Source: an optimization exercise on an open RTL-to-GDS flow (aim: a short achievable clock period and few clock cycles). Production flows keep margins and buffers that such runs may drop. Function was checked by simulation only, so behaviour that the tests miss may differ from the original.

File: design/flow/config.mk
export PLATFORM = sky130hd
export DESIGN_NAME = MIPS_CPU
export DESIGN_NICKNAME = MIPS_CPU
export VERILOG_FILES = /design/flow/design.v
export SDC_FILE = /design/flow/constraint.sdc
export NUM_CORES = 8
export LEC_CHECK = 0
export CAP_MARGIN = 50
export CORE_MARGIN = 2
export CORE_UTILIZATION = 25
export PLACE_DENSITY = 0.55
export SETUP_SLACK_MARGIN = 4.5
export SLEW_MARGIN = 70
export SYNTH_HIERARCHICAL = 1
export SYNTH_MINIMUM_KEEP_SIZE = 0
export TNS_END_PERCENT = 100
File: design/flow/constraint.sdc
create_clock -name core_clock -period 10.0 [get_ports {clk}]
set_input_delay 2.0000 -clock core_clock [delete_from_list [all_inputs] [get_ports {clk}]]
set_output_delay 2.0000 -clock core_clock [all_outputs]
set_load 0.01 [all_outputs]
File: design/flow/design.v
`timescale 1ns / 1ps
module control(
    input  [31:0] ir,
    output [3:0]  alu_op,
    output        memtoreg, memwrite, sb, alu_src, regwrite, syscall, signext,
    output        beq, bne, bgtz, jr, j, jal, srlv,
    output [4:0]  wnum,
    output        use_rs, use_rt, is_mem, is_jump
    );
    wire [5:0] op = ir[31:26];
    wire [5:0] fn = ir[5:0];
    wire rt0 = (op == 6'd0);
    wire SLL  = rt0 & (fn == 6'd0);
    wire SRL  = rt0 & (fn == 6'd2);
    wire SRA  = rt0 & (fn == 6'd3);
    wire SRLV = rt0 & (fn == 6'd6);
    wire JR   = rt0 & (fn == 6'd8);
    wire SYSC = rt0 & (fn == 6'd12);
    wire ADD  = rt0 & (fn == 6'd32);
    wire ADDU = rt0 & (fn == 6'd33);
    wire SUB  = rt0 & (fn == 6'd34);
    wire SUBU = rt0 & (fn == 6'd35);
    wire AND  = rt0 & (fn == 6'd36);
    wire OR   = rt0 & (fn == 6'd37);
    wire NOR  = rt0 & (fn == 6'd39);
    wire SLT  = rt0 & (fn == 6'd42);
    wire SLTU = rt0 & (fn == 6'd43);
    wire RT   = rt0 & ~SYSC;
    wire J     = (op == 6'd2);
    wire JAL   = (op == 6'd3);
    wire BEQ   = (op == 6'd4);
    wire BNE   = (op == 6'd5);
    wire BGTZ  = (op == 6'd7);
    wire ADDI  = (op == 6'd8);
    wire ADDIU = (op == 6'd9);
    wire SLTI  = (op == 6'd10);
    wire ANDI  = (op == 6'd12);
    wire ORI   = (op == 6'd13);
    wire LW    = (op == 6'd35);
    wire SB    = (op == 6'd40);
    wire SW    = (op == 6'd43);
    assign memtoreg = LW;
    assign memwrite = SW | SB;
    assign sb       = SB;
    assign alu_src  = ADDI | ANDI | ADDIU | SLTI | ORI | LW | SW | SB;
    assign regwrite = RT | JAL | ADDI | ANDI | ADDIU | SLTI | ORI | LW;
    assign syscall  = SYSC;
    assign signext  = ~(ANDI | ORI);
    assign beq = BEQ; assign bne = BNE; assign bgtz = BGTZ;
    assign jr = JR; assign j = J; assign jal = JAL; assign srlv = SRLV;
    assign wnum = JAL ? 5'd31 : RT ? ir[15:11] : ir[20:16];
    assign use_rs = ~(SLL | SRL | SRA | J | JAL);
    assign use_rt = rt0 | BEQ | BNE | SW | SB;
    assign is_mem = LW | SW | SB;
    assign is_jump = J | JAL | JR;
    assign alu_op = (ADD | ADDU | ADDI | ADDIU | LW | SW | SB) ? 4'd5 :
                    SLL ? 4'd0 :
                    SRA ? 4'd1 :
                    (SRL | SRLV) ? 4'd2 :
                    (SUB | SUBU) ? 4'd6 :
                    (AND | ANDI) ? 4'd7 :
                    (OR | ORI) ? 4'd8 :
                    (SLT | SLTI) ? 4'd11 :
                    SLTU ? 4'd12 :
                    NOR ? 4'd10 : 4'd13;
endmodule
`timescale 1ns / 1ps
module ALU(
	input [31:0] x,
	input [31:0] y,
	input [9:0] op,
	input [4:0] shamt,
	output [31:0] res1
    );
wire sub = op[1] | op[5] | op[6];
wire [32:0] sum = {1'b0, x} + {1'b0, y ^ {32{sub}}} + {32'd0, sub};
wire slt  = (x[31] ^ y[31]) ? x[31] : sum[31];
wire sltu = ~sum[32];
wire [31:0] sra = $signed(y) >>> shamt;
assign res1 = ({32{op[0] | op[1]}} & sum[31:0]) |
              ({32{op[2]}} & (x & y)) |
              ({32{op[3]}} & (x | y)) |
              ({32{op[4]}} & ~(x | y)) |
              {31'd0, (op[5] & slt) | (op[6] & sltu)} |
              ({32{op[7]}} & (y << shamt)) |
              ({32{op[8]}} & (y >> shamt)) |
              ({32{op[9]}} & sra);
endmodule
`timescale 1ns / 1ps
module BrUnit(
	input [31:0] x, y,
	input [2:0] op,
	output taken
    );
wire equal = (x == y);
wire gtz = ~x[31] & (x != 32'd0);
assign taken = (op[0] & equal) | (op[1] & ~equal) | (op[2] & gtz);
endmodule
`timescale 1ns / 1ps
module WordCache #(parameter NP = 15) (
	input clk, rst,
	input [9:0] wkey,
	input [31:0] wword,
	input [10*NP-1:0] keys,
	output [NP-1:0] hits,
	output [32*NP-1:0] words
    );
reg [31:0] valid;
reg [4:0]  tag  [0:31];
reg [31:0] word [0:31];
always @(posedge clk or posedge rst) begin
	if (rst) valid <= 32'd0;
	else valid[wkey[4:0]] <= 1'b1;
end
always @(posedge clk) begin
	tag[wkey[4:0]] <= wkey[9:5];
	word[wkey[4:0]] <= wword;
end
genvar i;
generate for (i = 0; i < NP; i = i + 1) begin : g_port
	wire [9:0] k = keys[10*i+9:10*i];
	assign hits[i] = valid[k[4:0]] & (tag[k[4:0]] == k[9:5]);
	assign words[32*i+31:32*i] = word[k[4:0]];
end endgenerate
endmodule
`timescale 1ns / 1ps
module g_a22oi(input a1, a2, b1, b2, output y); assign y = ~((a1 & a2) | (b1 & b2)); endmodule
module g_nand4(input a, b, c, d, output y); assign y = ~(a & b & c & d); endmodule
module g_nor2(input a, b, output y); assign y = ~(a | b); endmodule
module g_nand2(input a, b, output y); assign y = ~(a & b); endmodule
module g_and2(input a, b, output y); assign y = a & b; endmodule
module g_nor3(input a, b, c, output y); assign y = ~(a | b | c); endmodule
module sel32(input [31:0] sel, input [1023:0] d, output [31:0] y);
genvar b, k;
generate for (b = 0; b < 32; b = b + 1) begin : g_bit
	wire [15:0] t;
	wire [3:0] u;
	wire [1:0] v;
	for (k = 0; k < 16; k = k + 1) begin : g_t
		g_a22oi x(sel[2*k], d[32*(2*k)+b], sel[2*k+1], d[32*(2*k+1)+b], t[k]);
	end
	for (k = 0; k < 4; k = k + 1) begin : g_u
		g_nand4 x(t[4*k], t[4*k+1], t[4*k+2], t[4*k+3], u[k]);
	end
	g_nor2 x0(u[0], u[1], v[0]);
	g_nor2 x1(u[2], u[3], v[1]);
	g_nand2 x2(v[0], v[1], y[b]);
end endgenerate
endmodule
module dec32(input [4:0] a, output [31:0] y);
wire [3:0] lo; wire [7:0] hi;
genvar i;
generate
	for (i = 0; i < 4; i = i + 1) begin : g_lo
		g_nor2 x(a[0] ^ i[0], a[1] ^ i[1], lo[i]);
	end
	for (i = 0; i < 8; i = i + 1) begin : g_hi
		g_nor3 x(a[2] ^ i[0], a[3] ^ i[1], a[4] ^ i[2], hi[i]);
	end
	for (i = 0; i < 32; i = i + 1) begin : g_y
		g_and2 x(lo[i % 4], hi[i / 4], y[i]);
	end
endgenerate
endmodule
module psel4(input [4:0] p, input [127:0] d, output [3:0] y);
wire [31:0] s;
dec32 dd(p, s);
genvar b, k;
generate for (b = 0; b < 4; b = b + 1) begin : g_bit
	wire [15:0] t;
	wire [3:0] u;
	wire [1:0] v;
	for (k = 0; k < 16; k = k + 1) begin : g_t
		g_a22oi x(s[2*k], d[4*(2*k)+b], s[2*k+1], d[4*(2*k+1)+b], t[k]);
	end
	for (k = 0; k < 4; k = k + 1) begin : g_u
		g_nand4 x(t[4*k], t[4*k+1], t[4*k+2], t[4*k+3], u[k]);
	end
	g_nor2 x0(u[0], u[1], v[0]);
	g_nor2 x1(u[2], u[3], v[1]);
	g_nand2 x2(v[0], v[1], y[b]);
end endgenerate
endmodule
`timescale 1ns / 1ps
module RegFile(
	input [14:0] Ra,           
	input [14:0] Rb,           
	input [14:0] W_num,
	input [95:0] Din,
	input [2:0] WE,
	input [2:0] GZin, G1in,    
	input clk,
	output [95:0] Qa, Qb,
	output [2:0] GZa,
	output [2:0] G1a,          
	output [31:0] V0_data,
	output [31:0] A0_data
    );
wire [31:0] q [0:31];
assign q[0] = 32'd0;
wire [2:0] gzw = GZin;
wire [2:0] g1w = G1in;
wire [31:0] g1;
assign g1[0] = 1'b0;
wire [31:0] gz;
assign gz[0] = 1'b0;
genvar k;
generate
	for (k = 1; k < 32; k = k + 1) begin : g_reg
		reg [31:0] r;
		reg gzq, g1q;
		always @(posedge clk)
			if (WE[2] && W_num[14:10] == k) begin r <= Din[95:64]; gzq <= gzw[2]; g1q <= g1w[2]; end
			else if (WE[1] && W_num[9:5] == k) begin r <= Din[63:32]; gzq <= gzw[1]; g1q <= g1w[1]; end
			else if (WE[0] && W_num[4:0] == k) begin r <= Din[31:0]; gzq <= gzw[0]; g1q <= g1w[0]; end
		assign q[k] = r;
		assign gz[k] = gzq;
		assign g1[k] = g1q;
	end
endgenerate
wire [1023:0] flat;
genvar f;
generate for (f = 0; f < 32; f = f + 1) begin : g_flat
	assign flat[32*f+31:32*f] = q[f];
end endgenerate
genvar p;
generate for (p = 0; p < 3; p = p + 1) begin : g_port
	wire [31:0] da, db;
	dec32 dA(Ra[5*p+4:5*p], da);
	dec32 dB(Rb[5*p+4:5*p], db);
	sel32 sA(da, flat, Qa[32*p+31:32*p]);
	sel32 sB(db, flat, Qb[32*p+31:32*p]);
	wire [31:0] dg;
	dec32 dG(Ra[5*p+4:5*p], dg);
	assign GZa[p] = |(dg & gz);
	assign G1a[p] = |(dg & g1);
end endgenerate
assign V0_data = q[2];
assign A0_data = q[4];
endmodule
`timescale 1ns / 1ps
module LedData(show, R2, clk, clr, data);
    input show, clk, clr;
    input [31:0] R2;
    output reg [31:0]data;
    always @(posedge clr or posedge clk) begin
		if(clr == 1) begin
			data <= 0;
		end
		else if(show == 1) begin
			data <= R2;
		end
	end
endmodule
`timescale 1ns / 1ps
module Counter(running, clk, clr, count);
    input running,clk,clr;
    output reg [31:0] count;
    always @(posedge clk) begin
     if(clr) count <= 0;
      else  if(running) count <= count+1;
    end
endmodule
module Counter2(inc, clk, clr, count);
    input [1:0] inc;
    input clk, clr;
    output reg [31:0] count;
    always @(posedge clk) begin
     if(clr) count <= 0;
      else  if(inc != 2'd0) count <= count + {30'd0, inc};
    end
endmodule
`timescale 1ns / 1ps
module RAM(rsel0, rsel1, wsel, lane, data_in, sb, memWrite, clk, clr, data_out, data_out1, mem_probe, probe, gz, g1);
    input [31:0] rsel0, rsel1, wsel;
    input [1:0] lane;
    input [31:0] data_in;
    input sb, memWrite, clk, clr;
    output [31:0] data_out, data_out1;
    output [1:0] gz, g1;       
    output [31:0] mem_probe;
    input wire [4:0] probe;
    wire [31:0] words [0:31];
    genvar fw, sl;
    generate for (sl = 0; sl < 8; sl = sl + 1) begin : g_sl
        wire [127:0] flat;
        for (fw = 0; fw < 32; fw = fw + 1) begin : g_flat
            assign flat[4*fw+3:4*fw] = words[fw][4*sl+3:4*sl];
        end
        psel4 pm(probe, flat, mem_probe[4*sl+3:4*sl]);
    end endgenerate
    wire [1023:0] flatw;
    genvar fx;
    generate for (fx = 0; fx < 32; fx = fx + 1) begin : g_flatw
        assign flatw[32*fx+31:32*fx] = words[fx];
    end endgenerate
    sel32 rd0(rsel0, flatw, data_out);
    sel32 rd1(rsel1, flatw, data_out1);
    wire [31:0] wgz, wg1;
    generate for (fx = 0; fx < 32; fx = fx + 1) begin : g_wt
        assign wgz[fx] = ~words[fx][31] & (words[fx] != 32'd0);
        assign wg1[fx] = (~words[fx][31] & (words[fx][30:1] != 30'd0)) | (words[fx][31] & (words[fx][30:0] == 31'd0));
    end endgenerate
    assign gz = {|(rsel1 & wgz), |(rsel0 & wgz)};
    assign g1 = {|(rsel1 & wg1), |(rsel0 & wg1)};
    genvar w, b;
    generate
        for (w = 0; w < 32; w = w + 1) begin : g_word
            for (b = 0; b < 4; b = b + 1) begin : g_byte
                reg [7:0] byte_q;
                always @(posedge clk or posedge clr) begin
                    if(clr) byte_q <= 8'h0;
                    else if(memWrite && wsel[w] && (!sb || lane == b))
                        byte_q <= sb ? data_in[7:0] : data_in[8*b+7:8*b];
                end
                assign words[w][8*b+7:8*b] = byte_q;
            end
        end
    endgenerate
endmodule
`timescale 1ns / 1ps
module MIPS_CPU(
	input rst, Go, clk,
	output [31:0] Leddata, Count_cycle, Count_branch, Count_jmp,
	input [4:0] probe,
	output [31:0] mem_probe,
	output [9:0] imem_addr,
	input [31:0] imem_data,
	output halted
    );
reg run;
reg [31:0] PC;
reg [9:0] FA;                 
reg       fa_pf;              
reg [9:0] PF;                 
assign imem_addr = FA;
assign halted = ~run;
reg        I0_valid, I1_valid, I2_valid;
reg [31:0] I0_word, I1_word, I2_word;
wire [31:0] IR [0:2];
assign IR[0] = I0_valid ? I0_word : imem_data;
assign IR[1] = I1_word;
assign IR[2] = I2_word;
wire [31:0] PCs [0:3];        
assign PCs[0] = PC;
assign PCs[1] = PC + 32'd4;
assign PCs[2] = PC + 32'd8;
assign PCs[3] = PC + 32'd12;
reg  [2:0]  B_regwrite, B_memtoreg, B_jal, B_cb, B_pt, B_jmp, B_chain, B_cbA, B_jrv, B_rs31;
reg  [4:0]  B_wnum [0:2];
reg  [9:0]  B_aluop [0:2];
reg  [4:0]  B_shamt [0:2];
reg  [31:0] B_x [0:2];
reg  [31:0] B_y [0:2];
reg  [31:0] B_pc4 [0:2];
reg  [2:0]  B_bop [0:2];
reg  [31:0] B_alt [0:2];
reg  [31:0] B_jrt [0:2];      
reg  [6:0]  B_ax [0:1];        
reg  [6:0]  B_ay [0:1];        
reg  [6:0]  B_sx, B_sy;        
reg         B_memwrite, B_sb;
reg  [1:0]  B_mslot;           
reg  [31:0] B_sd;
wire [31:0] B_din [0:2];
wire [31:0] alu [0:2];
wire [31:0] B_dnl [0:2];
wire [2:0]  B_ok;
genvar gs;
generate for (gs = 0; gs < 3; gs = gs + 1) begin : g_bok
	assign B_ok[gs] = B_regwrite[gs] & (B_wnum[gs] != 5'd0);
end endgenerate
wire mis, mis0, mis1, mis2;   
wire [2:0] live;              
wire [3:0] alu_op [0:2];
wire [2:0] memtoreg, memwrite, sb, alu_src, regwrite, syscall, signext;
wire [2:0] beq, bne, bgtz, jr, j, jal, srlv, use_rs, use_rt, is_mem, is_jump;
wire [4:0] wnum [0:2];
wire [4:0] rs [0:2];
wire [4:0] rt [0:2];
wire [31:0] imm [0:2];
generate for (gs = 0; gs < 3; gs = gs + 1) begin : g_dec
	control ctl(IR[gs], alu_op[gs], memtoreg[gs], memwrite[gs], sb[gs], alu_src[gs],
		regwrite[gs], syscall[gs], signext[gs], beq[gs], bne[gs], bgtz[gs], jr[gs], j[gs],
		jal[gs], srlv[gs], wnum[gs], use_rs[gs], use_rt[gs], is_mem[gs], is_jump[gs]);
	assign rs[gs] = IR[gs][25:21];
	assign rt[gs] = IR[gs][20:16];
	assign imm[gs] = {{16{signext[gs] & IR[gs][15]}}, IR[gs][15:0]};
end endgenerate
wire [95:0] rfa, rfb;
wire [2:0]  rf_gz, rf_g1;
wire [2:0]  wgz_in, wg1_in;    
wire [31:0] rf_v0, rf_a0r;
RegFile regFile1({rs[2], rs[1], rs[0]}, {rt[2], rt[1], rt[0]},
	{B_wnum[2], B_wnum[1], B_wnum[0]}, {B_din[2], B_din[1], B_din[0]},
	B_regwrite & live, wgz_in, wg1_in, clk, rfa, rfb, rf_gz, rf_g1, rf_v0, rf_a0r);
function [3:0] srcsel;
	input [4:0] r;
	input [2:0] ok;
	input [4:0] w0, w1, w2;
	reg m2, m1, m0;
	begin
		m2 = ok[2] & (w2 == r);
		m1 = ok[1] & (w1 == r);
		m0 = ok[0] & (w0 == r);
		srcsel = {m2, ~m2 & m1, ~m2 & ~m1 & m0, ~m2 & ~m1 & ~m0};
	end
endfunction
function [31:0] pick;
	input [3:0] s;
	input [31:0] rf, d0, d1, d2;
	begin
		pick = ({32{s[0]}} & rf) | ({32{s[1]}} & d0) | ({32{s[2]}} & d1) | ({32{s[3]}} & d2);
	end
endfunction
wire [3:0]  sa [0:2];
wire [31:0] A [0:2];
wire [31:0] Bv [0:2];
generate for (gs = 0; gs < 3; gs = gs + 1) begin : g_op
	wire [3:0] sb_ = srcsel(rt[gs], B_ok, B_wnum[0], B_wnum[1], B_wnum[2]);
	assign sa[gs] = srcsel(rs[gs], B_ok, B_wnum[0], B_wnum[1], B_wnum[2]);
	assign A[gs]  = pick(sa[gs], rfa[32*gs+31:32*gs], B_din[0], B_din[1], B_din[2]);
	assign Bv[gs] = pick(sb_, rfb[32*gs+31:32*gs], B_din[0], B_din[1], B_din[2]);
end endgenerate
wire [31:0] V0  = pick(srcsel(5'd2, B_ok, B_wnum[0], B_wnum[1], B_wnum[2]), rf_v0, B_din[0], B_din[1], B_din[2]);
wire [31:0] A0r = pick(srcsel(5'd4, B_ok, B_wnum[0], B_wnum[1], B_wnum[2]), rf_a0r, B_din[0], B_din[1], B_din[2]);
wire [31:0] redirect;
reg        B_sys;
reg [31:0] B_v0, B_a0;
reg        C_v, C_pt, C_act;
reg [31:0] C_alt;
wire misC = C_v & (C_act != C_pt);
wire show = B_sys & (B_v0 == 32'd34) & ~misC;
wire halt = B_sys & (B_v0 != 32'd34) & ~misC;
wire misx = mis | halt | misC;    
function dep;                 
	input rw_i;
	input [4:0] w_i;
	input urs_j, urt_j;
	input [4:0] rs_j, rt_j;
	begin
		dep = rw_i & (w_i != 5'd0) & ((urs_j & (rs_j == w_i)) | (urt_j & (rt_j == w_i)));
	end
endfunction
wire dep01 = dep(regwrite[0], wnum[0], use_rs[1], use_rt[1], rs[1], rt[1]);
wire dep02 = dep(regwrite[0], wnum[0], use_rs[2], use_rt[2], rs[2], rt[2]);
wire dep12 = dep(regwrite[1], wnum[1], use_rs[2], use_rt[2], rs[2], rt[2]);
wire chain1 = dep01 & bgtz[1] & ~memtoreg[0] & ~jal[0];
wire chain2 = dep12 & ~dep02 & bgtz[2] & ~memtoreg[1] & ~jal[1];
wire [2:0] dec1;
generate for (gs = 0; gs < 3; gs = gs + 1) begin : g_dec1
	assign dec1[gs] = (IR[gs][31:27] == 5'b00100) & (IR[gs][15:0] == 16'hffff) & sa[gs][0];
end endgenerate
wire resA1 = chain1 & dec1[0];
wire resA2 = chain2 & dec1[1];
wire [2:0] cb, pt, taken, endg;
generate for (gs = 0; gs < 3; gs = gs + 1) begin : g_pred
	wire ch = (gs == 1) ? chain1 : (gs == 2) ? chain2 : 1'b0;
	wire ra = (gs == 1) ? resA1 : (gs == 2) ? resA2 : 1'b0;
	wire g1 = (gs == 1) ? rf_g1[0] : rf_g1[(gs == 2) ? 1 : 0];
	wire gz = ra ? g1 : (sa[gs][0] & ~ch) ? rf_gz[gs] : IR[gs][15];
	assign cb[gs] = beq[gs] | bne[gs] | bgtz[gs];
	assign pt[gs] = bne[gs] | (beq[gs] & IR[gs][15]) | (bgtz[gs] & gz);    
	assign taken[gs] = cb[gs] & pt[gs];
	assign endg[gs] = syscall[gs] | is_jump[gs] | taken[gs];    
end endgenerate
wire iss1 = I1_valid & ~endg[0] & ~syscall[1] & ~(memwrite[0] & is_mem[1]) & (~dep01 | chain1);
wire iss2 = iss1 & ~chain1 & I2_valid & ~endg[1] & ~syscall[2] &
	~((memwrite[0] | memwrite[1]) & is_mem[2]) & ~(memtoreg[1] & memtoreg[2]) & ~dep02 & (~dep12 | chain2);
wire [2:0] ex = {iss2, iss1, 1'b1} & {3{~misx}};
reg        ras_v, jb_v;
reg [31:0] ras;               
wire       jal_B;             
wire [31:0] ret_B;
reg [9:0]  jb_pc;             
reg [31:0] jb_t;
wire [31:0] jrp [0:2];
wire [31:0] bt [0:2];
wire [31:0] seq [0:2];
generate for (gs = 0; gs < 3; gs = gs + 1) begin : g_npc
	assign bt[gs] = PCs[gs+1] + {imm[gs][29:0], 2'b00};
	wire [31:0] jt = {PCs[gs][31:28], IR[gs][25:0], 2'b00};
	assign jrp[gs] = (rs[gs] == 5'd31) ? (jal_B ? ret_B : ras_v ? ras : PCs[gs+1]) :
	                 (jb_v & (jb_pc == PCs[gs][11:2])) ? jb_t : PCs[gs+1];
	assign seq[gs] = jr[gs] ? jrp[gs] : (j[gs] | jal[gs]) ? jt : taken[gs] ? bt[gs] : PCs[gs+1];
end endgenerate
wire [31:0] nextA = iss2 ? seq[2] : iss1 ? seq[1] : seq[0];
wire [31:0] nextPC = misC ? C_alt : halt ? B_pc4[0] : mis ? redirect : nextA;
always @(posedge clk or posedge rst) begin
	if (rst) begin ras_v <= 1'b0; jb_v <= 1'b0; end
	else begin
		if (jal_B) ras_v <= 1'b1;
		if (jbw) jb_v <= 1'b1;
	end
end
wire [2:0] jb_s = B_jrv & ~B_rs31 & live;
wire jbw = |jb_s & ~misC;
wire [2:0] jal_s = B_jal & live & {3{~misC}};
assign jal_B = |jal_s;
assign ret_B = jal_s[2] ? B_pc4[2] : jal_s[1] ? B_pc4[1] : B_pc4[0];
always @(posedge clk) begin
	if (jbw) begin
		jb_pc <= jb_s[0] ? B_pc4[0][11:2] - 10'd1 : jb_s[1] ? B_pc4[1][11:2] - 10'd1 : B_pc4[2][11:2] - 10'd1;
		jb_t <= jb_s[0] ? B_alt[0] : jb_s[1] ? B_alt[1] : B_alt[2];
	end
end
always @(posedge clk) begin
	if (jal_B) ras <= ret_B;
end
wire [9:0] pcw = PC[11:2];
wire [9:0] kbt0 = pcw + 10'd1 + imm[0][9:0];
wire [9:0] kbt1 = pcw + 10'd2 + imm[1][9:0];
wire [9:0] kbt2 = pcw + 10'd3 + imm[2][9:0];
wire [149:0] keys = {pcw,
	kbt2 + 10'd2, kbt2 + 10'd1, kbt2, kbt1 + 10'd2, kbt1 + 10'd1, kbt1,
	kbt0 + 10'd2, kbt0 + 10'd1, kbt0,
	pcw + 10'd5, pcw + 10'd4, pcw + 10'd3, pcw + 10'd2, pcw + 10'd1};
wire [14:0]  ch_hit;
wire [479:0] ch_word;
WordCache #(15) cache(clk, rst, FA, imem_data, keys, ch_hit, ch_word);
wire [31:0] cw [0:14];
generate for (gs = 0; gs < 15; gs = gs + 1) begin : g_cw
	assign cw[gs] = ch_word[32*gs+31:32*gs];
end endgenerate
reg        n0_v, n1_v, n2_v;
reg [31:0] n0_w, n1_w, n2_w;
task sel3;
	input integer p;
	begin
		n0_v = ch_hit[p]; n0_w = cw[p];
		n1_v = ch_hit[p+1]; n1_w = cw[p+1];
		n2_v = ch_hit[p+2]; n2_w = cw[p+2];
	end
endtask
wire redir = misx;
always @(*) begin
	n0_v = 1'b0; n1_v = 1'b0; n2_v = 1'b0;
	n0_w = cw[0]; n1_w = cw[1]; n2_w = cw[2];
	if (!run) begin
		n0_v = ch_hit[14]; n0_w = cw[14]; n1_v = ch_hit[0]; n1_w = cw[0]; n2_v = ch_hit[1]; n2_w = cw[1];
	end else if (redir) begin
		n0_v = 1'b0; n1_v = 1'b0; n2_v = 1'b0;
	end else if (iss2) begin
		if (taken[2]) sel3(11);
		else if (~is_jump[2]) sel3(2);
	end else if (iss1) begin
		if (taken[1]) sel3(8);
		else if (~is_jump[1]) sel3(1);
	end else begin
		if (taken[0]) sel3(5);
		else if (~is_jump[0]) sel3(0);
	end
end
always @(posedge clk or posedge rst) begin
	if (rst) begin
		I0_valid <= 1'b0; I1_valid <= 1'b0; I2_valid <= 1'b0;
	end else begin
		I0_valid <= n0_v;
		I1_valid <= n1_v;
		I2_valid <= n1_v & n2_v;
	end
end
always @(posedge clk) begin
	I0_word <= n0_w;
	I1_word <= n1_w;
	I2_word <= n2_w;
end
wire [9:0] pf_base = run ? pcw + 10'd3 : pcw;
wire [9:0] pf_diff = PF - pf_base;
wire pf_reset = pf_diff[9] | (pf_diff > 10'd40);
wire [9:0] PF_next = pf_reset ? pf_base : (fa_pf & (pf_diff < (run ? 10'd20 : 10'd31))) ? PF + 10'd1 : PF;
wire go_now = run | Go;         
always @(posedge clk or posedge rst) begin
	if (rst) begin
		PF <= 10'd0; FA <= 10'd0; fa_pf <= 1'b0;
	end else begin
		PF <= PF_next;
		fa_pf <= ~go_now | n0_v;
		FA <= (~go_now | n0_v) ? PF_next : (run ? nextPC[11:2] : pcw);
	end
end
always @(posedge clk or posedge rst) begin
	if (rst) run <= 1'b1;
	else if (Go) run <= 1'b1;
	else if (run & halt) run <= 1'b0;
end
always @(posedge clk or posedge rst) begin
	if (rst) PC <= 32'd0;
	else if (run) PC <= nextPC;
	else if (ch_hit[14] && cw[14] == 32'd0) PC <= PCs[1];
end
function [9:0] aluoh;
	input [3:0] c;
	begin
		case (c)
			4'd5:  aluoh = 10'b0000000001;
			4'd6:  aluoh = 10'b0000000010;
			4'd7:  aluoh = 10'b0000000100;
			4'd8:  aluoh = 10'b0000001000;
			4'd10: aluoh = 10'b0000010000;
			4'd11: aluoh = 10'b0000100000;
			4'd12: aluoh = 10'b0001000000;
			4'd0:  aluoh = 10'b0010000000;
			4'd2:  aluoh = 10'b0100000000;
			4'd1:  aluoh = 10'b1000000000;
			default: aluoh = 10'b0000000000;
		endcase
	end
endfunction
always @(posedge clk or posedge rst) begin
	if (rst) begin
		B_regwrite <= 3'd0; B_memwrite <= 1'b0; B_cb <= 3'd0; B_jmp <= 3'd0;
		B_sys <= 1'b0; B_cbA <= 3'd0; B_jrv <= 3'd0;
	end else if (run) begin
		B_sys <= ex[0] & syscall[0];
		B_regwrite <= ex & regwrite;
		B_memwrite <= |(ex & memwrite);
		B_cb <= ex & cb & ~{resA2, resA1, 1'b0};
		B_jrv <= ex & jr;
		B_cbA <= ex & {resA2, resA1, 1'b0};
		B_jmp <= ex & is_jump;
	end else begin
		B_regwrite <= 3'd0; B_memwrite <= 1'b0; B_cb <= 3'd0; B_jmp <= 3'd0;
		B_sys <= 1'b0; B_cbA <= 3'd0; B_jrv <= 3'd0;
	end
end
integer bs;
always @(posedge clk) begin
	if (run) begin
		for (bs = 0; bs < 3; bs = bs + 1) begin
			B_memtoreg[bs] <= memtoreg[bs];
			B_jal[bs] <= jal[bs];
			B_wnum[bs] <= wnum[bs];
			B_aluop[bs] <= memtoreg[bs] ? 10'd0 : aluoh(alu_op[bs]);
			B_shamt[bs] <= srlv[bs] ? A[bs][4:0] : IR[bs][10:6];
			B_x[bs] <= A[bs];
			B_y[bs] <= alu_src[bs] ? imm[bs] : Bv[bs];
			B_pc4[bs] <= PCs[bs+1];
			B_pt[bs] <= pt[bs];
			B_bop[bs] <= {bgtz[bs], bne[bs], beq[bs]};
			B_alt[bs] <= jr[bs] ? A[bs] : pt[bs] ? PCs[bs+1] : bt[bs];
			B_jrt[bs] <= jrp[bs];
			B_rs31[bs] <= (rs[bs] == 5'd31);
		end
		B_chain <= {chain2 & ~resA2, chain1 & ~resA1, 1'b0};
		B_v0 <= V0; B_a0 <= A0r;
		B_sb <= memwrite[0] ? sb[0] : memwrite[1] ? sb[1] : sb[2];
		B_sd <= memwrite[0] ? Bv[0] : memwrite[1] ? Bv[1] : Bv[2];
		B_mslot <= memwrite[0] ? 2'd0 : memwrite[1] ? 2'd1 : 2'd2;
		B_ax[0] <= A[0][6:0]; B_ay[0] <= imm[0][6:0];
		B_ax[1] <= memtoreg[1] ? A[1][6:0] : A[2][6:0];
		B_ay[1] <= memtoreg[1] ? imm[1][6:0] : imm[2][6:0];
		B_sx <= memwrite[0] ? A[0][6:0] : memwrite[1] ? A[1][6:0] : A[2][6:0];
		B_sy <= memwrite[0] ? imm[0][6:0] : memwrite[1] ? imm[1][6:0] : imm[2][6:0];
	end
end
LedData led(run & show, B_a0, clk, rst, Leddata);
generate for (gs = 0; gs < 3; gs = gs + 1) begin : g_alu
	ALU alu_s(B_x[gs], B_y[gs], B_aluop[gs], B_shamt[gs], alu[gs]);
end endgenerate
wire [2:0] act;
generate for (gs = 0; gs < 3; gs = gs + 1) begin : g_br
	BrUnit bru(B_x[gs], B_y[gs], B_bop[gs], act[gs]);
end endgenerate
wire [2:0] bres = B_cb & ~B_chain;      
wire [2:0] jmis;                
generate for (gs = 0; gs < 3; gs = gs + 1) begin : g_jmis
	assign jmis[gs] = B_jrv[gs] & (B_alt[gs] != B_jrt[gs]);
end endgenerate
assign mis0 = ((bres[0] & (act[0] != B_pt[0])) | jmis[0]) & ~misC;
assign mis1 = ((bres[1] & (act[1] != B_pt[1])) | jmis[1]) & ~mis0 & ~misC;
assign mis2 = ((bres[2] & (act[2] != B_pt[2])) | jmis[2]) & ~mis0 & ~mis1 & ~misC;
assign mis = mis0 | mis1 | mis2;
assign redirect = mis0 ? B_alt[0] : mis1 ? B_alt[1] : B_alt[2];
assign live = {~mis0 & ~mis1, ~mis0, 1'b1} & {3{~misC}};
wire C_next = |(B_cb & B_chain & live);
always @(posedge clk or posedge rst) begin
	if (rst) C_v <= 1'b0;
	else C_v <= C_next;
end
wire [31:0] C_src = B_chain[1] ? alu[0] : alu[1];
always @(posedge clk) begin
	C_act <= ~C_src[31] & (C_src != 32'd0);
	C_pt <= B_chain[1] ? B_pt[1] : B_pt[2];
	C_alt <= B_chain[1] ? B_alt[1] : B_alt[2];
end
wire [6:0]  maddr [0:1];
wire [31:0] rsel [0:1];
generate for (gs = 0; gs < 2; gs = gs + 1) begin : g_ma
	assign maddr[gs] = B_ax[gs] + B_ay[gs];
	dec32 mdec(maddr[gs][6:2], rsel[gs]);
end endgenerate
wire [6:0]  saddr = B_sx + B_sy;
wire [31:0] B_wsel;
dec32 sdec(saddr[6:2], B_wsel);
wire [1:0]  B_lane = saddr[1:0];
wire B_mwe = B_memwrite & (((B_mslot == 2'd0) & live[0]) | ((B_mslot == 2'd1) & live[1]) | ((B_mslot == 2'd2) & live[2]));
wire [31:0] mem_out [0:2];
wire [2:0] mgz, mg1;
RAM RAM1(rsel[0], rsel[1], B_wsel, B_lane, B_sd, B_sb, B_mwe, clk, rst,
	mem_out[0], mem_out[1], mem_probe, probe, mgz[1:0], mg1[1:0]);
assign mem_out[2] = mem_out[1];
assign mgz[2] = mgz[1];
assign mg1[2] = mg1[1];
generate for (gs = 0; gs < 3; gs = gs + 1) begin : g_din
	assign B_dnl[gs] = ({32{B_jal[gs]}} & B_pc4[gs]) | alu[gs];
	assign B_din[gs] = ({32{B_memtoreg[gs]}} & mem_out[gs]) | B_dnl[gs];
	assign wgz_in[gs] = B_memtoreg[gs] ? mgz[gs] :
		(~B_dnl[gs][31] & (B_dnl[gs] != 32'd0));
	assign wg1_in[gs] = B_memtoreg[gs] ? mg1[gs] :
		((~B_dnl[gs][31] & (B_dnl[gs][30:1] != 30'd0)) | (B_dnl[gs][31] & (B_dnl[gs][30:0] == 31'd0)));
end endgenerate
wire br_cntB = |(((bres & act) | (B_cbA & B_pt)) & live);
wire br_cntC = C_v & C_act;
wire jmp_cnt = |(B_jmp & live);
Counter count1(run, clk, rst, Count_cycle);
Counter2 count2({br_cntB & br_cntC, br_cntB ^ br_cntC}, clk, rst, Count_branch);
Counter count3(jmp_cnt, clk, rst, Count_jmp);
endmodule
File: design/flow/run.sh
#!/bin/bash
# synth_recipe.tcl (not shown) runs the flow's synth.tcl, then flattens the netlist and writes it again
# the make line also repeats each setting of config.mk as NAME=value (left out here)
make -C /OpenROAD-flow-scripts/flow DESIGN_CONFIG=/design/flow/config.mk WORK_HOME=/design/flow/orfs CLKGATE_MAP_FILE= SYNTH_SCRIPT=/design/flow/synth_recipe.tcl finish
==> results of run 1 <==
-- cell usage in the layout (no fill, tap or decap), types with 192 or more instances in the layout --
cell / n
mux4_2: 5172
a22oi_2: 4684
nand2_1: 4488
edfxtp_1: 3004
nor2_1: 2949
buf_4: 2534
mux2i_1: 1476
a21oi_1: 1462
nand4_1: 1376
a31oi_1: 1134
buf_2: 1052
dfrtp_1: 1020
buf_12: 901
buf_6: 772
mux2_2: 755
clkbuf_16: 642
o21ai_0: 633
buf_8: 587
nor2_4: 564
a22oi_1: 533
buf_16: 477
o21ai_1: 461
xnor2_1: 419
inv_1: 401
diode_2: 344
and2_4: 343
a211oi_1: 332
xor2_1: 308
nor3_1: 282
nor4_1: 250
nand3_1: 247
and2_1: 230
ha_1: 228
o211ai_1: 209
nor2_2: 208
dfxtp_1: 202
o21ai_2: 200
nor4_2: 193
conb_1: 192
-- repair_timing --
| item | in CTS | in global routing |
|---|---|---|
| buffers inserted | 683 | 519 |
| endpoints found under the setup margin | 1812 | 892 |
| gates cloned | 129 | 53 |
| pin swaps | 798 | 881 |
| resized for setup | 2450 | 1364 |
-- path summary, 6_finish.rpt --
path	from	endpoint	slack, ns	cells after the start
setup / recovery	I0_valid	FA[6]	3.58	24
hold / removal	B_a0[5]	led.data[5]	0.48	1
setup reg to reg	I0_valid	FA[6]	3.58	24
hold reg to reg	B_a0[5]	led.data[5]	0.48	1
max in group asynchronous	rst	RAM1.g_word[2].g_byte[1].byte_q[0]	7.63	8
min in group asynchronous	rst	RAM1.g_word[16].g_byte[2].byte_q[0]	0.64	2
-- sequential cells by signal (all words and copies together), names as in the netlist, 91 cells and up --
register and count:
RAM1.g_word.g_byte.byte_q 1024, B_x 96, B_y 96, cache.word 1024
B_pc4 91, regFile1.g.r 992, cache.tag 160, B_jrt 96
B_alt 96
-- cell type report --
| type | count | area share |
|---|---|---|
| clock inverters | 319 | 0.00632 |
| diodes | 344 | 0.00145 |
| clock buffers | 740 | 0.0267 |
| repair inverters | 10 | 0.000236 |
| repair buffers | 6743 | 0.133 |
| multi-input cells | 33035 | 0.567 |
| inverters | 583 | 0.00515 |
| well taps | 24451 | 0.0516 |
| flip-flops and latches | 4394 | 0.209 |
-- worst register-to-register path, cell delays in order, from the launching register on --
cell,delay (ns)
dfrtp_4,0.57
buf_16,0.19
buf_12,0.15
mux2_4,0.34
or4b_4,0.74
o311ai_4,0.48
buf_6,0.19
mux2i_2,0.22
nand2_2,0.15
or4_4,0.59
o21ai_4,0.28
nor2_2,0.10
a221oi_4,0.26
buf_4,0.17
buf_12,0.10
and2_1,0.17
o311ai_4,0.13
buf_6,0.18
a311oi_4,0.39
a311oi_4,0.10
nor3_4,0.31
inv_4,0.08
buf_6,0.13
and2_4,0.13
a31o_1,0.18
-- layer usage --
layer,share of wire,wire length [um],vias to the layer above
met3,0.18,573000,16597
li1,-,-,176354
met5,0.0030,9410,-
met2,0.37,1160000,56000
met4,0.12,360000,271
met1,0.32,1000000,242030
==> run_results.csv, run 1 <==
group,metric,value,unit
timing,rsz0062_at_grt,"yes",
timing,slew_violations,0,
critical_path,crit_type,"flop to flop",
layout,stdcell_count,70619,
timing,min_period,6.42,ns
route,detail_route.wl_per_cell,44.0,um
route,ant_nets,0,
floorplanning,die_h,1360,um
layout,finalInstanceArea,0.593,mm^2
floorplanning,io_pins,211,
floorplanning,core,1.83,mm^2
synth,synth_cells,42572,
route,routed_wirelength,3100000,um
timing,hold_violations,0,
critical_path,path_buf_inv,8,
cts,clock_path_buffers,5,
critical_path,cp_max_fo,5,
timing,fin_tns_setup,0,ns
placement,place_congestion,1.10,
cts,cts_root_buf,"clkbuf_16",
timing,fmax,156,MHz
global_routing,grt_start_max_net_pins,90,
floorplanning,rows,497,
global_routing,antenna_found_initial,292,
critical_path,cpMostUsedCell,"buf_6",
placement,place_area,0.539,mm^2
global_routing,use_met3,0.191,
critical_path,slowest_stage,"or4b_4",
timing,fin_ws,3.58,ns
critical_path,cp.required,11.13,ns
layout,final_core_utilization,0.324,
synth,syn-cell-area,0.459,mm^2
timing,fin_hold_ws,0.480,ns
route,route.vias.total,491252,
route,drc,0,
global_routing,met2_usage,0.412,
global_routing,met1_usage,0.357,
critical_path,critical_path.cell_chain,"buf_16 > buf_12 > mux2_4 > or4b_4 > o311ai_4 > buf_6 > mux2i_2 > nand2_2 > or4_4 > o21ai_4 > nor2_2 > a221oi_4 > buf_4 > buf_12 > and2_1 > o311ai_4 > buf_6 > a311oi_4 > a311oi_4 > nor3_4 > inv_4 > buf_6 > and2_4 > a31o_1",
critical_path,crit_path_max_incr_delay,0.74,ns
global_routing,grt_pass1_vias,439342,
floorplanning,die_w,1360,um
cts,cts_tree,"yes",
synth,synth_area_per_cell,10.8,um^2
placement,dp_cells,67603,
layout,synthToLayoutAreaGrowth,29.2,%
layout,nets,45670,
placement,place_worst_setup_slack,1.25,ns
timing,setup_viol_count_final,0,
cts,cts_hold_buf,0,
cts,clk_pin_slew,0.07,ns
placement,hpwl,2180000,um
route,routed_via_density,6.96,
critical_path,crit_family,"simple AND/OR/NAND/NOR gates",
global_routing,overflow,0,
critical_path,cp-end-kind,"flop",
critical_path,arrival,7.55,ns
cts,htreeDepth,6,
timing,max_slew_margin,0.475,
layout,drive_above_1_share,0.483,
placement,portBuffers,210,
critical_path,critPathLaunchType,"flop",
timing,worstMarginPinSlew,0.785,ns
cts,cts_sinks,4394,
global_routing,grt.busiest_layer,"met2",
layout,multi_input_area,0.336,mm^2
cts,cts_buffers,585,
global_routing,grtUsageTotal,0.316,
job,maxCapViolCount,0,
floorplanning,initial_utilization,0.251,
cts,clock_latency,1.34,ns
timing,finalCritPeriodShare,0.642,
floorplanning,die_area,1.85,mm^2
layout,nFillCells,182129,
route,first_iter_violations,99199,
worst_hold_path,hp-class,"flop to flop",
timing,clock_skew,0.172,ns
synth,ys_warn_count,35,
outcome,status,"timing/DRC/antenna clean",
global_routing,grt_pass1_wl,4050000,um
route,firstDrtPassIters,17,
layout,seq_area,0.124,mm^2
Testbench counts, summed over its fixed seeds: cycles 52,048.
==> run 2: changes to the inputs <==
--- a/design/flow/config.mk
+++ b/design/flow/config.mk
@@ -8,7 +8,7 @@
 export CAP_MARGIN = 50
 export CORE_MARGIN = 2
 export CORE_UTILIZATION = 25
-export PLACE_DENSITY = 0.55
+export PLACE_DENSITY = 0.4
 export SETUP_SLACK_MARGIN = 4.5
 export SLEW_MARGIN = 70
 export SYNTH_HIERARCHICAL = 1
==> run 2 against run 1 <==
  * Flip-flop and latch count is the same
  * Via count shrank 1.8%
  * Register-to-register slack is essentially flat
  * Sequential share of layout area shrank 0.60 points
  * Wire length grew 10%
  * Area after synthesis is the same
  * Still clean
  * Synthesized cell count is the same
==> run_results.csv, run 2 <==
group,metric,value,unit
outcome,status,"timing/DRC/antenna clean",
floorplanning,die_area,1.85,mm^2
cts,clk_pin_slew,0.06,ns
critical_path,arrival,7.55,ns
layout,seq_area,0.124,mm^2
layout,final_cell_mix,"5172 x mux4_2, 4686 x a22oi_2, 3985 x nand2_1",
critical_path,r2r_slack,3.58,ns
route,route.vias.total,482222,
worst_hold_path,whs_endpoint,"led.data[26]",
cts,clock_latency,1.40,ns
timing,slew_violations,0,
route,detail_route.wl_per_cell,47.9,um
timing,finalCritPeriodShare,0.642,
critical_path,crit_family,"buffers and inverters",
critical_path,critPathLaunchType,"flop",
worst_hold_path,min_from,"B_a0[26]",
cts,htreeDepth,6,
timing,hold_violations,0,
layout,nFillCells,181101,
global_routing,antenna_found_initial,227,
layout,final_core_utilization,0.333,
global_routing,grt_pass1_vias,446662,
floorplanning,rows,497,
floorplanning,die_h,1360,um
synth,synth_area_per_cell,10.8,um^2
layout,multi_input_area,0.341,mm^2
route,drc,0,
job,maxCapViolCount,0,
layout,drive_above_1_share,0.510,
global_routing,grt_start_max_net_pins,75,
global_routing,grt_pass1_wl,4430000,um
timing,clock_skew,0.184,ns
layout,synthToLayoutAreaGrowth,33.0,%
critical_path,slowest_stage,"or4b_4",
floorplanning,io_pins,211,
critical_path,cp-end-kind,"flop",
worst_hold_path,hp-class,"flop to flop",
timing,max_slew_margin,0.543,
critical_path,cpMostUsedCell,"buf_16",
floorplanning,initial_utilization,0.251,
timing,rsz0062_at_grt,"yes",
critical_path,crit_path_max_incr_delay,0.58,ns
critical_path,cp.required,11.13,ns
layout,final_common_cell,"mux4_2",
synth,ys_warn_count,35,
cts,cts_tree,"yes",
layout,nets,46638,
critical_path,reg2regPathDepth,31,
route,ant_nets,0,
cts,clock_path_buffers,5,
synth,synth_cells,42572,
cts,cts_root_buf,"clkbuf_16",
critical_path,path_depth,31,
route,first_iter_violations,84195,
worst_hold_path,hold_depth,1,
placement,portBuffers,210,
global_routing,grtUsageTotal,0.352,
timing,setup_viol_count_final,0,
route,firstDrtPassIters,10,
route,routed_wirelength,3420000,um
cts,cts_sinks,4394,
timing,min_period,6.42,ns
cts,cts_buffers,626,
floorplanning,die_w,1360,um
timing,worstMarginPinSlew,0.685,ns
critical_path,r2r-start,"I0_valid",
synth,syn-cell-area,0.459,mm^2
timing,fmax,156,MHz
placement,place_congestion,1.05,
critical_path,cp_max_fo,6,
cts,cts_hold_buf,0,
critical_path,r2r_end,"I0_word[8]",
floorplanning,core,1.83,mm^2
global_routing,overflow,0,
critical_path,path_buf_inv,14,
route,routed_via_density,6.74,
placement,hpwl,2470000,um
critical_path,crit_type,"flop to flop",
run 2: timing repair:
action,4_1_cts,5_1_grt
setup buffers,964,382
resized for setup,3377,1960
pin swaps,1192,1031
endpoints found under the setup margin,3243,1639
gates cloned,188,52
run 2: worst max-delay path by stage:
stage,startpoint,to,slack [ns]
final,I0_valid,I0_word[8],3.58
after global routing,I0_valid,I0_word[23],3.50
after CTS,I0_valid,FA[5],3.74
after detailed placement,imem_data[5],I1_word[7],1.60
after global placement,B_x[0][1],B_alt[1][19],0.22
after floorplan,rst,RAM1.g_word[0].g_byte[0].byte_q[0],-6.11
run 2: layer usage:
layer  part of all wire  routed length [um]  GRT usage
met5            0.00064                2190   0.000206
met1               0.36             1230000      0.432
met2               0.40             1360000      0.490
met4              0.099              340000      0.266
met3               0.14              490000      0.145
run 2: stage by stage:
| step | setup WS [ns] | TNS [ns] | hold WS [ns] | cells | cell area (um^2) |
|---|---|---|---|---|---|
| 3_3_place_gp | 0.216 | 0 | 0.463 | 64895 | 495000 |
| 6_report | 3.58 | 0 | 0.478 | 71498 | 611000 |
| 4_1_cts | 3.74 | 0 | 0.482 | 70609 | 593000 |
| 5_1_grt | 3.50 | 0 | 0.504 | 71323 | 610000 |
| 3_5_place_dp | 1.60 | 0 | 0.472 | 68317 | 547000 |
| 2_1_floorplan | -6.11 | -6260.67 | 0.454 | 42763 | 460000 |
run 2: final cells by class:
class	instances	share of cell area
Multi-Input combinational cell	33041	0.558
Timing Repair Buffer	7658	0.147
Tap cell	24451	0.0501
Clock buffer	802	0.0282
Inverter	583	0.00537
Clock inverter	338	0.00666
Sequential cell	4394	0.203
Antenna cell	215	0.000881
Timing Repair inverter	16	0.000373
==> run 3: changes to the inputs <==
--- a/design/flow/design.v
+++ b/design/flow/design.v
@@ -188,7 +188,6 @@
 	input [14:0] W_num,
 	input [95:0] Din,
 	input [2:0] WE,
-	input [2:0] GZin, G1in,    
 	input clk,
 	output [95:0] Qa, Qb,
 	output [2:0] GZa,
@@ -198,8 +197,6 @@
     );
 wire [31:0] q [0:31];
 assign q[0] = 32'd0;
-wire [2:0] gzw = GZin;
-wire [2:0] g1w = G1in;
 wire [31:0] g1;
 assign g1[0] = 1'b0;
 wire [31:0] gz;
@@ -208,14 +205,12 @@
 generate
 	for (k = 1; k < 32; k = k + 1) begin : g_reg
 		reg [31:0] r;
-		reg gzq, g1q;
 		always @(posedge clk)
-			if (WE[2] && W_num[14:10] == k) begin r <= Din[95:64]; gzq <= gzw[2]; g1q <= g1w[2]; end
-			else if (WE[1] && W_num[9:5] == k) begin r <= Din[63:32]; gzq <= gzw[1]; g1q <= g1w[1]; end
-			else if (WE[0] && W_num[4:0] == k) begin r <= Din[31:0]; gzq <= gzw[0]; g1q <= g1w[0]; end
+			if (WE[2] && W_num[14:10] == k) r <= Din[95:64];
+			else if (WE[1] && W_num[9:5] == k) r <= Din[63:32];
+			else if (WE[0] && W_num[4:0] == k) r <= Din[31:0];
 		assign q[k] = r;
-		assign gz[k] = gzq;
-		assign g1[k] = g1q;
+		sgn s(r, gz[k], g1[k]);
 	end
 endgenerate
 wire [1023:0] flat;
@@ -238,6 +233,11 @@
 assign V0_data = q[2];
 assign A0_data = q[4];
 endmodule
+module sgn(input [31:0] v, output gz, output g1);
+wire z30 = (v[30:1] == 30'd0);
+assign gz = ~v[31] & ~(z30 & ~v[0]);
+assign g1 = (~v[31] & ~z30) | (v[31] & z30 & ~v[0]);
+endmodule
 `timescale 1ns / 1ps
 module LedData(show, R2, clk, clr, data);
     input show, clk, clr;
@@ -271,13 +271,12 @@
     end
 endmodule
 `timescale 1ns / 1ps
-module RAM(rsel0, rsel1, wsel, lane, data_in, sb, memWrite, clk, clr, data_out, data_out1, mem_probe, probe, gz, g1);
+module RAM(rsel0, rsel1, wsel, lane, data_in, sb, memWrite, clk, clr, data_out, data_out1, mem_probe, probe);
     input [31:0] rsel0, rsel1, wsel;
     input [1:0] lane;
     input [31:0] data_in;
     input sb, memWrite, clk, clr;
     output [31:0] data_out, data_out1;
-    output [1:0] gz, g1;       
     output [31:0] mem_probe;
     input wire [4:0] probe;
     wire [31:0] words [0:31];
@@ -296,13 +295,6 @@
     end endgenerate
     sel32 rd0(rsel0, flatw, data_out);
     sel32 rd1(rsel1, flatw, data_out1);
-    wire [31:0] wgz, wg1;
-    generate for (fx = 0; fx < 32; fx = fx + 1) begin : g_wt
-        assign wgz[fx] = ~words[fx][31] & (words[fx] != 32'd0);
-        assign wg1[fx] = (~words[fx][31] & (words[fx][30:1] != 30'd0)) | (words[fx][31] & (words[fx][30:0] == 31'd0));
-    end endgenerate
-    assign gz = {|(rsel1 & wgz), |(rsel0 & wgz)};
-    assign g1 = {|(rsel1 & wg1), |(rsel0 & wg1)};
     genvar w, b;
     generate
         for (w = 0; w < 32; w = w + 1) begin : g_word
@@ -389,11 +381,10 @@
 end endgenerate
 wire [95:0] rfa, rfb;
 wire [2:0]  rf_gz, rf_g1;
-wire [2:0]  wgz_in, wg1_in;    
 wire [31:0] rf_v0, rf_a0r;
 RegFile regFile1({rs[2], rs[1], rs[0]}, {rt[2], rt[1], rt[0]},
 	{B_wnum[2], B_wnum[1], B_wnum[0]}, {B_din[2], B_din[1], B_din[0]},
-	B_regwrite & live, wgz_in, wg1_in, clk, rfa, rfb, rf_gz, rf_g1, rf_v0, rf_a0r);
+	B_regwrite & live, clk, rfa, rfb, rf_gz, rf_g1, rf_v0, rf_a0r);
 function [3:0] srcsel;
 	input [4:0] r;
 	input [2:0] ok;
@@ -696,19 +687,12 @@
 wire [1:0]  B_lane = saddr[1:0];
 wire B_mwe = B_memwrite & (((B_mslot == 2'd0) & live[0]) | ((B_mslot == 2'd1) & live[1]) | ((B_mslot == 2'd2) & live[2]));
 wire [31:0] mem_out [0:2];
-wire [2:0] mgz, mg1;
 RAM RAM1(rsel[0], rsel[1], B_wsel, B_lane, B_sd, B_sb, B_mwe, clk, rst,
-	mem_out[0], mem_out[1], mem_probe, probe, mgz[1:0], mg1[1:0]);
+	mem_out[0], mem_out[1], mem_probe, probe);
 assign mem_out[2] = mem_out[1];
-assign mgz[2] = mgz[1];
-assign mg1[2] = mg1[1];
 generate for (gs = 0; gs < 3; gs = gs + 1) begin : g_din
 	assign B_dnl[gs] = ({32{B_jal[gs]}} & B_pc4[gs]) | alu[gs];
 	assign B_din[gs] = ({32{B_memtoreg[gs]}} & mem_out[gs]) | B_dnl[gs];
-	assign wgz_in[gs] = B_memtoreg[gs] ? mgz[gs] :
-		(~B_dnl[gs][31] & (B_dnl[gs] != 32'd0));
-	assign wg1_in[gs] = B_memtoreg[gs] ? mg1[gs] :
-		((~B_dnl[gs][31] & (B_dnl[gs][30:1] != 30'd0)) | (B_dnl[gs][31] & (B_dnl[gs][30:0] == 31'd0)));
 end endgenerate
 wire br_cntB = |(((bres & act) | (B_cbA & B_pt)) & live);
 wire br_cntC = C_v & C_act;
--- a/design/flow/config.mk
+++ b/design/flow/config.mk
@@ -8,7 +8,7 @@
 export CAP_MARGIN = 50
 export CORE_MARGIN = 2
 export CORE_UTILIZATION = 25
-export PLACE_DENSITY = 0.4
+export PLACE_DENSITY = 0.55
 export SETUP_SLACK_MARGIN = 4.5
 export SLEW_MARGIN = 70
 export SYNTH_HIERARCHICAL = 1
==> run 3 against run 2 <==
  * The flow now stops in detailed routing
  * Global-route usage fell by 3.9 points
  * Area after synthesis is 0.25% lower
  * Synthesized cell count decreased by 4.1%
==> run_results.csv, run 3 <==
group,metric,value,unit
global_routing,grt_start_max_net_pins,72,
outcome,failed_stage,"detailed routing",
placement,dp_cells,66596,
floorplanning,die_w,1360,um
synth,synth_cells,40808,
placement,portBuffers,210,
global_routing,overflow,0,
synth,ys_warn_count,35,
floorplanning,die_h,1360,um
cts,cts_hold_buf,0,
placement,place_worst_setup_slack,1.24,ns
synth,syn-cell-area,0.458,mm^2
placement,place_area,0.540,mm^2
cts,cts_buffers,588,
global_routing,grt_pass1_vias,429007,
placement,hpwl,2200000,um
placement,place_congestion,1.13,
floorplanning,rows,497,
synth,synth_area_per_cell,11.2,um^2
floorplanning,initial_utilization,0.250,
global_routing,antenna_found_initial,265,
global_routing,grt_pass1_wl,3990000,um
global_routing,grtUsageTotal,0.313,
cts,cts_root_buf,"clkbuf_16",
timing,worstEndpointGrtRepair,"PC[21]$_DFFE_PP0P_/D",
outcome,status,"aborted with a tool error",
timing,worstEndpointType,"sequential cell input",
floorplanning,io_pins,211,
cts,htreeDepth,6,
outcome,firstError,"Error: net5026 1 pin not visited #guides = 42",
cts,clock_path_buffers,5,
cts,cts_sinks,4332,
-- run 3: worst max-delay path by stage --
stage,end,cells after the start
4_1_cts,FA[6],23
2_1_floorplan,RAM1.g_word[0].g_byte[0].byte_q[0],1
5_1_grt,PC[21],25
3_3_place_gp,I1_word[22],21
3_5_place_dp,FA[0],22
-- run 3: metal layers --
metal	global-route usage
met3	0.178
met4	0.278
met2	0.419
met5	0.0256
met1	0.348
-- run 3: repair_timing --
| action | CTS | global route |
|---|---|---|
| gates cloned | 96 | 56 |
| endpoints found under the setup margin | 2526 | 1015 |
| resized for setup | 1897 | 1450 |
| pin swaps | 623 | 733 |
| setup buffers | 603 | 542 |
| endpoints found under the hold margin | 0 | 0 |
-- run 3: per-stage QoR --
stage	util	TNS (ns)
global route	0.323	0
CTS	0.314	0
detailed placement	0.295	0
global placement	0.269	0
floorplan	-	-6260.67
Testbench counts of run 3, summed over its fixed seeds: cycles 52,048.
==> run 4: changes to the inputs <==
--- a/design/flow/config.mk
+++ b/design/flow/config.mk
@@ -8,7 +8,7 @@
 export CAP_MARGIN = 50
 export CORE_MARGIN = 2
 export CORE_UTILIZATION = 25
-export PLACE_DENSITY = 0.55
+export PLACE_DENSITY = 0.4
 export SETUP_SLACK_MARGIN = 4.5
 export SLEW_MARGIN = 70
 export SYNTH_HIERARCHICAL = 1
==> run 4 against run 3 <==
  * Global-route usage is 4.1 points higher
  * Area after synthesis is the same
  * Synthesized cell count unchanged
  * The run now finishes clean
==> run_results.csv, run 4 <==
group,metric,value,unit
placement,portBuffers,210,
critical_path,cp-startpoint,"regFile1.g_reg[5].r[24]",
critical_path,crit_family,"compound AO/OA/AOI/OAI gates",
timing,slew_violations,0,
global_routing,overflow,0,
route,firstDrtPassIters,8,
cts,cts_root_buf,"clkbuf_16",
critical_path,crit_path_max_incr_delay,0.68,ns
global_routing,grt_pass1_wl,4430000,um
layout,final_common_cell,"mux4_2",
route,routed_wirelength,3420000,um
timing,worstMarginPinSlew,0.759,ns
synth,synth_cells,40808,
layout,drive_above_1_share,0.537,
timing,fin_hold_ws,0.450,ns
layout,nFillCells,180576,
outcome,status,"timing/DRC/antenna clean",
timing,fmax,165,MHz
floorplanning,initial_utilization,0.250,
floorplanning,die_area,1.84,mm^2
synth,synth_area_per_cell,11.2,um^2
critical_path,crit_type,"flop to flop",
timing,rsz0062_at_grt,"yes",
placement,place_congestion,1.07,
layout,final_cell_mix,"5486 x mux4_2, 4697 x a22oi_2, 4022 x nand2_1",
global_routing,antenna_found_initial,277,
job,maxCapViolCount,0,
worst_hold_path,hp-class,"flop to flop",
route,detail_route.wl_per_cell,48.5,um
critical_path,slowest_stage,"or4_4",
critical_path,path_buf_inv,7,
timing,setup_viol_count_final,0,
global_routing,grt_pass1_vias,442404,
timing,max_slew_margin,0.494,
critical_path,cp.required,11.07,ns
timing,hold_violations,0,
global_routing,grtUsageTotal,0.354,
cts,clk_pin_slew,0.06,ns
route,first_iter_violations,80301,
cts,clock_latency,1.38,ns
cts,cts_sinks,4332,
route,ant_nets,0,
critical_path,r2r-start,"regFile1.g_reg[5].r[24]",
floorplanning,io_pins,211,
critical_path,arrival,7.12,ns
critical_path,cp-end-kind,"flop",
critical_path,cp_max_fo,13,
route,routed_via_density,6.72,
critical_path,critPathLaunchType,"flop",
placement,hpwl,2520000,um
synth,ys_warn_count,35,
timing,finalCritPeriodShare,0.606,
cts,cts_buffers,621,
layout,synthToLayoutAreaGrowth,32.6,%
floorplanning,rows,497,
route,drc,0,
layout,stdcell_count,70598,
synth,syn-cell-area,0.458,mm^2
placement,dp_cells,67549,
cts,clock_path_buffers,5,
critical_path,critical_path.cell_chain,"buf_2 > nor4_2 > nand4_1 > buf_4 > buf_6 > o21bai_1 > a21bo_1 > a22o_1 > a221oi_1 > nand3_1 > or4_4 > a2111oi_2 > or2_4 > buf_12 > inv_16 > buf_12 > bufbuf_16 > nand2_1 > o21ai_1 > a221oi_2 > o21ai_2 > a22o_1",
timing,clock_skew,0.226,ns
cts,htreeDepth,6,
floorplanning,die_w,1360,um
worst_hold_path,min_from,"B_a0[28]",
layout,nets,45736,
global_routing,grt_start_max_net_pins,83,
route,route.vias.total,474186,
timing,min_period,6.06,ns
floorplanning,core,1.83,mm^2
cts,cts_tree,"yes",
floorplanning,die_h,1360,um
[run 4: final timing paths]
path | to | cells past startpoint | slack [ns]
worst max register to register | I2_word[11] | 22 | 3.94
max in group asynchronous | RAM1.g_word[5].g_byte[3].byte_q[6] | 10 | 6.93
worst max-delay path | I2_word[11] | 22 | 3.94
min in group asynchronous | RAM1.g_word[11].g_byte[1].byte_q[7] | 2 | 0.73
worst min-delay path | led.data[28] | 1 | 0.45
worst min register to register | led.data[28] | 1 | 0.45
[run 4: cell type report]
cell class,count,area (um^2),share of cell area
clock buffers,785,16900,0.0279
clock inverters,353,4450,0.00733
well taps,24451,30600,0.0504
repair inverters,15,200,0.000330
inverters,478,2840,0.00467
flip-flops and latches,4332,122000,0.201
multi-input cells,31545,337000,0.555
repair buffers,8425,92300,0.152
diodes,214,536,0.000882
[run 4: per-layer routing]
layer	global-route usage	vias to the layer above	share of wire
li1	-	174592	-
met1	0.426	244771	0.36
met2	0.493	44027	0.40
met3	0.156	10634	0.14
met4	0.271	162	0.099
met5	0.00232	-	0.00049
[run 4: timing repair]
item / CTS / global route
endpoints found under the setup margin: 2116 / 1496
buffers inserted: 836 / 364
hold buffers: 0 / 0
pin swaps: 801 / 644
gates cloned: 134 / 35
gates resized for setup: 2441 / 1007
[run 4: through the flow]
stage | cell area (um^2) | util | TNS, ns | setup WS [ns]
finish | 607000 | 0.332 | 0 | 3.94
global route | 607000 | 0.332 | 0 | 3.88
CTS | 594000 | 0.325 | 0 | 4.07
detailed placement | 552000 | 0.302 | 0 | 1.16
global placement | 493000 | 0.270 | 0 | 0.342
floorplan | 459000 | - | -6260.67 | -6.11
==> run 5: changes to the inputs <==
--- a/design/flow/config.mk
+++ b/design/flow/config.mk
@@ -8,8 +8,8 @@
 export CAP_MARGIN = 50
 export CORE_MARGIN = 2
 export CORE_UTILIZATION = 25
-export PLACE_DENSITY = 0.4
-export SETUP_SLACK_MARGIN = 4.5
+export PLACE_DENSITY = 0.45
+export SETUP_SLACK_MARGIN = 5
 export SLEW_MARGIN = 70
 export SYNTH_HIERARCHICAL = 1
 export SYNTH_MINIMUM_KEEP_SIZE = 0
==> run 5 against run 4 <==
  * Wire length increased by 2.5%
  * Fmax decreased by 2.9%
  * Global-route usage increased by 0.57 points
  * Critical path type unchanged
  * Highest routed layer unchanged
==> run_results.csv, run 5 <==
group,metric,value,unit
timing,finalCritPeriodShare,0.624,
placement,dp_cells,67309,
route,drc,0,
synth,ys_warn_count,35,
cts,cts_tree,"yes",
worst_hold_path,min_from,"B_a0[21]",
critical_path,cp.required,11.09,ns
job,maxCapViolCount,0,
outcome,status,"timing/DRC/antenna clean",
floorplanning,initial_utilization,0.250,
route,firstDrtPassIters,14,
layout,nets,46382,
timing,slew_violations,0,
critical_path,r2r-start,"regFile1.g_reg[13].r[25]",
critical_path,r2r_slack,3.76,ns
cts,cts_sinks,4332,
global_routing,grt_pass1_vias,451527,
cts,clock_path_buffers,5,
critical_path,crit_type,"flop to flop",
timing,setup_viol_count_final,0,
layout,final_cell_mix,"5486 x mux4_2, 4731 x a22oi_2, 2942 x edfxtp_1",
cts,clk_pin_slew,0.06,ns
route,route.vias.total,492336,
layout,drive_above_1_share,0.586,
layout,finalInstanceArea,0.634,mm^2
layout,synthToLayoutAreaGrowth,38.4,%
global_routing,overflow,0,
global_routing,grtUsageTotal,0.360,
route,met1Wirelength,1200000,um
floorplanning,io_pins,211,
global_routing,antenna_found_initial,283,
timing,min_period,6.24,ns
floorplanning,core,1.83,mm^2
cts,cts_root_buf,"clkbuf_16",
timing,worstMarginPinSlew,1.06,ns
route,ant_nets,0,
route,detail_route.wl_per_cell,49.1,um
route,top_layer_used,"met5",
floorplanning,rows,497,
layout,final_core_utilization,0.347,
cts,cts_buffers,623,
timing,fmax,160,MHz
placement,place_congestion,1.07,
critical_path,critPathLaunchType,"flop",
timing,max_slew_margin,0.291,
placement,place_worst_setup_slack,1.55,ns
route,dr_wl_met2,1340000,um
placement,place_area,0.552,mm^2
critical_path,cp_max_fo,26,
route,routed_via_density,6.90,
timing,fin_ws,3.76,ns
cts,cts_hold_buf,0,
critical_path,cp-startpoint,"regFile1.g_reg[13].r[25]",
floorplanning,die_h,1360,um
layout,final_common_cell,"mux4_2",
critical_path,cp-end-kind,"flop",
placement,hpwl,2500000,um
synth,synth_area_per_cell,11.2,um^2
floorplanning,die_w,1360,um
floorplanning,die_area,1.84,mm^2
critical_path,arrival,7.33,ns
synth,synth_cells,40808,
timing,clock_skew,0.272,ns
cts,htreeDepth,6,
timing,rsz0062_at_grt,"yes",
global_routing,grt_pass1_wl,4500000,um
placement,portBuffers,210,
route,first_iter_violations,89377,
global_routing,grt_start_max_net_pins,78,
worst_hold_path,hp-class,"flop to flop",
route,route.met3.wl,571000,um
synth,syn-cell-area,0.458,mm^2
cts,clock_latency,1.43,ns
layout,stdcell_count,71340,
route,routed_wirelength,3510000,um
timing,hold_violations,0,
## run 5: layer usage
layer / vias up / global-route usage
li1: 176246 / -
met1: 251015 / 0.418
met2: 51148 / 0.478
met3: 13685 / 0.191
met4: 242 / 0.307
met5: - / 0.0261
## run 5: metrics by stage
stage	setup TNS, ns	hold WS [ns]
floorplan	-6260.67	0.454
global placement	0	0.465
detailed placement	0	0.466
CTS	0	0.479
global route	0	0.487
finish	0	0.478
## run 5: final cells by class
cell class	instances	area [um^2]
fillers	177728	1200000
multi-input cells	31550	348000
repair buffers	9066	108000
clock buffers	770	16800
flip-flops and latches	4332	122000
clock inverters	364	4340
repair inverters	13	138
inverters	478	3480
well taps	24451	30600
diodes	316	791
## run 5: worst paths after layout
kind,depth (start not counted),to
max,22,I2_word[8]
min in group asynchronous,2,RAM1.g_word[31].g_byte[0].byte_q[7]
max in group asynchronous,8,RAM1.g_word[1].g_byte[2].byte_q[2]
min reg2reg,1,led.data[21]
max reg2reg,22,I2_word[8]
min,1,led.data[21]
## run 5: critical path, stage by stage, from the launching register on
cell and delay (ns):
edfxtp_1 0.54, buf_2 0.25, nor4_2 0.33, buf_1 0.23, nand4_1 0.27, buf_4 0.28, nor3_2 0.30, nor2_2 0.08
buf_4 0.23, a22oi_1 0.19, nand4_1 0.14, or4_4 0.58, nand2_1 0.16, or4_4 0.19, and3_4 0.31, inv_16 0.10
buf_12 0.18, buf_12 0.20, buf_16 0.20, buf_16 0.28, a221oi_2 0.30, o21ai_1 0.13, a22o_1 0.20
## run 5: what timing repair did
item / CTS / global route
pin swaps: 1568 / 1395
setup endpoints to repair: 3264 / 2454
buffers inserted: 1319 / 588
cloned: 238 / 41
resized for setup: 4897 / 2690

-- afterwards: timing with drivers on the ports --
Ports are ideal in the flow. The routed layouts listed here were re-timed in OpenROAD.
Step 1: set_driving_cell puts a clkbuf_16 on clk and a buf_2 on each other input, an assumption about the parent block.
Step 2 adds t to the input delays and takes it off the output delays; t is the mean of the earliest and latest rising clock arrival at the registers after step 1. Input paths then give back, and output paths get back, about the clock's delay inside the block.
Three values: ideal ports, drivers, drivers and shift; two values: the first two.
run	t (ns)	setup WS [ns]	clock arrival spread, ns
run 1	1.443	3.582 / 3.582 / 2.141	0.173 / 0.172
run 2	1.497	3.578 / 3.525 / 2.310	0.211 / 0.211
run 4	1.438	3.943 / 3.829 / 2.496	0.236 / 0.237
run 5	1.527	3.760 / 3.760 / 2.388	0.287 / 0.286
After both steps every run listed still meets setup and hold. The setup slack of run 4, which loses most, moves by -0.114 ns with the drivers and by -1.447 ns with both steps.
